Context: an optimization exercise on an open-source flow, tuned for small area. The choices shown serve that exercise and are no tape-out recipe. The RTL was checked by simulation tests, not by an equivalence proof against the original design.

==> inputs of v5 <==
Design neural_compressor_top, start of the top module:
module neural_compressor_top
(
    input  logic        clk,
    input  logic        rst_n,
    input  logic [DATA_WIDTH-1:0]   s_axis_tdata,
    input  logic                    s_axis_tvalid,
    output logic                    s_axis_tready,
    input  logic                    s_axis_tlast,
    output logic [DATA_WIDTH-1:0]   m_axis_tdata,
    output logic [1:0]              m_axis_tuser,   
    output logic                    m_axis_tvalid,
    input  logic                    m_axis_tready,
    output logic                    m_axis_tlast,
    input  logic [DATA_WIDTH-1:0]   cfg_threshold,
    input  logic                    cfg_enable,
    output neural_compressor_pkg::compress_stats_t         stats,
    output logic [15:0]             spike_count
);
Settings: LEC_CHECK=0, CAP_MARGIN=0, CORE_MARGIN=2, CORE_UTILIZATION=80, SLEW_MARGIN=0, SYNTH_HIERARCHICAL=1, SYNTH_MINIMUM_KEEP_SIZE=0; clock period 120.0 ns.
standard.sh (not shown) runs the stock make flow with config.mk's settings and CLKGATE_MAP_FILE= SYNTH_SCRIPT=/design/flow/synth_recipe.tcl, a recipe that flattens the netlist after the stock synthesis.
==> flow/flow/run.sh <==
#!/bin/bash
# Layout flow: the standard ORFS flow (standard.sh: standard synthesis,
# floorplan, placement, CTS, routing), with two changes:
#  - the I/O port buffers are the smallest buffer cell;
#  - the clock tree uses large leaf clusters of clkbuf_16 (clkbuf_8 and a
#    clkbuf_4 root above them) and no dummy loads.
# ORFS keeps each step's full log under orfs/logs/; make's own output, and the
# final DEF export's, goes to make_flow.log here.
set -euo pipefail
export BUFFER_PORTS_ARGS="-buffer_cell sky130_fd_sc_hd__buf_1"
export CTS_ARGS="-sink_clustering_enable -repair_clock_nets -buf_list sky130_fd_sc_hd__clkbuf_16 -root_buf sky130_fd_sc_hd__clkbuf_4 -tree_buf sky130_fd_sc_hd__clkbuf_8 -sink_clustering_size 28 -sink_clustering_max_diameter 90 -dont_use_dummy_load"
bash standard.sh > make_flow.log 2>&1
==> v22: changes against v5 <==
--- a/flow/design.v
+++ b/flow/design.v
@@ -95,15 +95,15 @@
     wire idle  = (cnt == 4'd0);
     wire outc  = (cnt == 4'd11);
     wire last  = outc & ~valid_out;
     wire shy   = (~idle & ~outc) | last;
     wire shs   = ((cnt >= 4'd4) & ~outc) | last;
     wire clrh  = idle | outc;
     wire c4    = (cnt == 4'd4);
-    wire zh    = idle & fresh;
+    wire [4:0] kle = {cnt <= 4'd4, cnt <= 4'd3, cnt <= 4'd2, cnt <= 4'd1, idle};
     assign s_axis_tready = idle;
     always_ff @(posedge clk or negedge rst_n) begin
         if (!rst_n) begin
             cnt       <= 4'd0;
             valid_out <= 1'b0;
             fresh     <= 1'b1;
         end else begin
@@ -120,15 +120,15 @@
     end
     wire [3:0] xs  = idle ? data_in[3:0] : xr[5:2];
     wire [1:0] hdx = idle ? 2'd0 : xr[1:0];
     wire [5:0] wx = {xs, hdx};
     wire [7:0] yg  = fresh ? 8'd0 : yr[7:0];
     wire [3:0] fs  = clrh ? yg[3:0] : yg[7:4];
     wire [3:0] hdf = idle ? 4'd0 : yg[3:0];
-    wire [20:0] wf = {fs, hdf, hf & {13{~zh}}};
+    wire [20:0] wf = {fs, hdf, (hf[12] & ~kle[1]), (hf[11] & ~kle[1]), (hf[10] & ~kle[1]), (hf[9] & ~kle[1]), (hf[8] & ~kle[2]), (hf[7] & ~kle[2]), (hf[6] & ~kle[2]), (hf[5] & ~kle[2]), (hf[4] & ~kle[3]), (hf[3] & ~kle[3]), (hf[2] & ~kle[3]), (hf[1] & ~kle[3]), (hf[0] & ~kle[4])};
     logic cy1, cy2, cy3, cy4, cy5, cy7, cy8, cy9, cy10, cy12, cy14, cy15, cy17, cy18, cy19, cy20, cy22, cy23, cy25, cy26, cy27, cy29, cy30, cy31, cy33, cy34, cy35, cy36, cy38, cy39;
     wire [3:0] a1g = fresh ? 4'd0 : s1[3:0];
     wire [3:0] a2g = fresh ? 4'd0 : s2[3:0];
     wire [3:0] a3g = fresh ? 4'd0 : s3[3:0];
     wire [3:0] a4g = fresh ? 4'd0 : s4[3:0];
     wire [3:0] dg  = dz ? 4'd0 : dr[3:0];
     wire ci1 = cy1 & ~idle;
@@ -136,25 +136,25 @@
     wire [3:0] sm1;
     assign k1[0] = ci1;
     full_adder fa1_0 (.a(wx[2]), .b(wx[0]), .ci(k1[0]), .s(sm1[0]), .co(k1[1]));
     full_adder fa1_1 (.a(wx[3]), .b(wx[1]), .ci(k1[1]), .s(sm1[1]), .co(k1[2]));
     full_adder fa1_2 (.a(wx[4]), .b(wx[2]), .ci(k1[2]), .s(sm1[2]), .co(k1[3]));
     full_adder fa1_3 (.a(wx[5]), .b(wx[3]), .ci(k1[3]), .s(sm1[3]), .co(k1[4]));
     logic [12:0] hu;
-    wire [16:0] wu = {sm1, hu[12:9] & {4{~idle}}, hu[8:0] & {9{~zh}}};
+    wire [16:0] wu = {sm1, (hu[12] & ~kle[0]), (hu[11] & ~kle[0]), (hu[10] & ~kle[0]), (hu[9] & ~kle[0]), (hu[8] & ~kle[1]), (hu[7] & ~kle[1]), (hu[6] & ~kle[1]), (hu[5] & ~kle[1]), (hu[4] & ~kle[2]), (hu[3] & ~kle[2]), (hu[2] & ~kle[2]), (hu[1] & ~kle[2]), (hu[0] & ~kle[3])};
     wire ci2 = cy2 & ~idle;
     wire [4:0] k2;
     wire [3:0] sm2;
     assign k2[0] = ci2;
     full_adder fa2_0 (.a(wf[15]), .b(wf[13]), .ci(k2[0]), .s(sm2[0]), .co(k2[1]));
     full_adder fa2_1 (.a(wf[16]), .b(wf[14]), .ci(k2[1]), .s(sm2[1]), .co(k2[2]));
     full_adder fa2_2 (.a(wf[17]), .b(wf[15]), .ci(k2[2]), .s(sm2[2]), .co(k2[3]));
     full_adder fa2_3 (.a(wf[18]), .b(wf[16]), .ci(k2[3]), .s(sm2[3]), .co(k2[4]));
     logic [12:0] hv;
-    wire [16:0] wv = {sm2, hv[12:9] & {4{~idle}}, hv[8:0] & {9{~zh}}};
+    wire [16:0] wv = {sm2, (hv[12] & ~kle[0]), (hv[11] & ~kle[0]), (hv[10] & ~kle[0]), (hv[9] & ~kle[0]), (hv[8] & ~kle[1]), (hv[7] & ~kle[1]), (hv[6] & ~kle[1]), (hv[5] & ~kle[1]), (hv[4] & ~kle[2]), (hv[3] & ~kle[2]), (hv[2] & ~kle[2]), (hv[1] & ~kle[2]), (hv[0] & ~kle[3])};
     wire ci3 = cy3 & ~idle;
     wire [4:0] k3;
     wire [3:0] sm3;
     assign k3[0] = ci3;
     full_adder fa3_0 (.a(wu[13]), .b(wu[5]), .ci(k3[0]), .s(sm3[0]), .co(k3[1]));
     full_adder fa3_1 (.a(wu[14]), .b(wu[6]), .ci(k3[1]), .s(sm3[1]), .co(k3[2]));
     full_adder fa3_2 (.a(wu[15]), .b(wu[7]), .ci(k3[2]), .s(sm3[2]), .co(k3[3]));
@@ -383,17 +383,17 @@
     assign k39[0] = ci39;
     full_adder fa39_0 (.a(sm38[0]), .b(n37[0]), .ci(k39[0]), .s(sm39[0]), .co(k39[1]));
     full_adder fa39_1 (.a(sm38[1]), .b(n37[1]), .ci(k39[1]), .s(sm39[1]), .co(k39[2]));
     full_adder fa39_2 (.a(sm38[2]), .b(n37[2]), .ci(k39[2]), .s(sm39[2]), .co(k39[3]));
     full_adder fa39_3 (.a(sm38[3]), .b(n37[3]), .ci(k39[3]), .s(sm39[3]), .co(k39[4]));
     always_ff @(posedge clk) begin
         xr <= idle ? data_in[31:2] : {{4{xr[29]}}, xr[29:4]};
-        hf <= clrh ? 13'd0 : {yg[3:0], hf[12:4]};
-        hu <= {sm1, clrh ? 9'd0 : hu[12:4]};
-        hv <= {sm2, clrh ? 9'd0 : hv[12:4]};
+        hf <= {yg[3:0], hf[12:4]};
+        hu <= {sm1, hu[12:4]};
+        hv <= {sm2, hv[12:4]};
         cy1 <= k1[4];
         cy2 <= k2[4];
         cy3 <= k3[4];
         cy4 <= k4[4];
         cy5 <= k5[4];
         cy7 <= k7[4];
         cy8 <= k8[4];
--- a/flow/flow/run.sh
+++ b/flow/flow/run.sh
@@ -5,8 +5,9 @@
 #  - the clock tree uses large leaf clusters of clkbuf_16 (clkbuf_8 and a
 #    clkbuf_4 root above them) and no dummy loads.
 # ORFS keeps each step's full log under orfs/logs/; make's own output, and the
 # final DEF export's, goes to make_flow.log here.
 set -euo pipefail
 export BUFFER_PORTS_ARGS="-buffer_cell sky130_fd_sc_hd__buf_1"
 export CTS_ARGS="-sink_clustering_enable -repair_clock_nets -buf_list sky130_fd_sc_hd__clkbuf_16 -root_buf sky130_fd_sc_hd__clkbuf_4 -tree_buf sky130_fd_sc_hd__clkbuf_8 -sink_clustering_size 28 -sink_clustering_max_diameter 90 -dont_use_dummy_load"
+export CTS_ARGS="-sink_clustering_enable -repair_clock_nets -buf_list sky130_fd_sc_hd__clkbuf_8 -root_buf sky130_fd_sc_hd__clkbuf_4 -tree_buf sky130_fd_sc_hd__clkbuf_4 -sink_clustering_size 18 -sink_clustering_max_diameter 70 -dont_use_dummy_load"
 bash standard.sh > make_flow.log 2>&1
==> summary of the runs <==
Between v5 and v22, the lower synthesized area is in v22 (gap 1.0%, measured against v22).
Routed wire length: v5 is smaller than v22 (2.1%).
Against v22, the die area of v5 is larger by about 1%.
In critical path depth, v22 and v5 do not differ.
In via count, v5 and v22 hardly differ.
Sequential share of layout area: v5 is lower than v22 (0.64 points).
Against v22, the non-clock buffer count of v5 is lower by 2.
Between v5 and v22, the lower global-route usage is in v5 (gap 0.79 points).
==> figures <==
Result of the run: v22 complete, no violations; v5 complete, no violations
Critical Path Max Stage Delay: v22 0.33 ns; v5 0.34 ns
Distinct cells, synth: v22 45; v5 48
Core Region: v22 20170 um^2; v5 20300 um^2
Worst-case hold path end point: v22 hv[3]; v5 spike_detected
GRT met1 Usage: v22 43.77%; v5 42.48%
Area post-placement: v22 17290 um^2; v5 17410 um^2
Total vias in the final route: v22 9208; v5 9219
Full die area: v22 21670 um^2; v5 21890 um^2
Gate count after technology mapping: v22 1074; v5 1102
Sum of met2 wire segment lengths after detailed routing: v22 18240 um; v5 17730 um
Synthesized-area fraction occupied by xor and xnor cells: v22 1.975%; v5 1.955%
Compound-gate portion of the synthesized area: v22 3.393%; v5 3.321%
Arrival time of the worst setup path: v22 37.85 ns; v5 37.78 ns
Wire length on met1: v22 12340 um; v5 12630 um
Met2 GRT Util: v22 57.45%; v5 57.09%
Total routing usage reported by global routing: v22 33.44%; v5 32.65%
Insertion delay of the later-clocked pin in the worst-skew pair: v22 0.73 ns; v5 0.74 ns

[re-timing with driven ports]
In the flow no input, the clock included, has a driving cell. The finished layouts below were timed again as built, in two steps.
Step 1 (the two cells are an assumption about what drives the block):
set clk [get_ports {clk}]
set_driving_cell -lib_cell sky130_fd_sc_hd__clkbuf_16 $clk
set_driving_cell -lib_cell sky130_fd_sc_hd__buf_2 [delete_from_list [all_inputs] $clk]
Step 2, shift: input delay + t, output delay - t, t = (earliest + latest rising clock arrival at the registers) / 2. This alone moves slack from input paths to output paths.
Slacks: ideal / step 1 / step 2; pairs: ideal / step 1.
run | t, ns | setup WS [ns] | slew at the worst register clock pin (ns) | worst data-port slew with drivers (ns)
v5 | 0.752 | 82.856 / 82.877 / 82.126 | 0.11 / 0.11 | 0.05
v22 | 0.762 | 82.768 / 82.791 / 82.029 | 0.12 / 0.12 | 0.07
After both steps every run listed still meets setup and hold. The setup slack of v22, which loses most, moves by +0.023 ns with the drivers and by -0.739 ns with both steps.
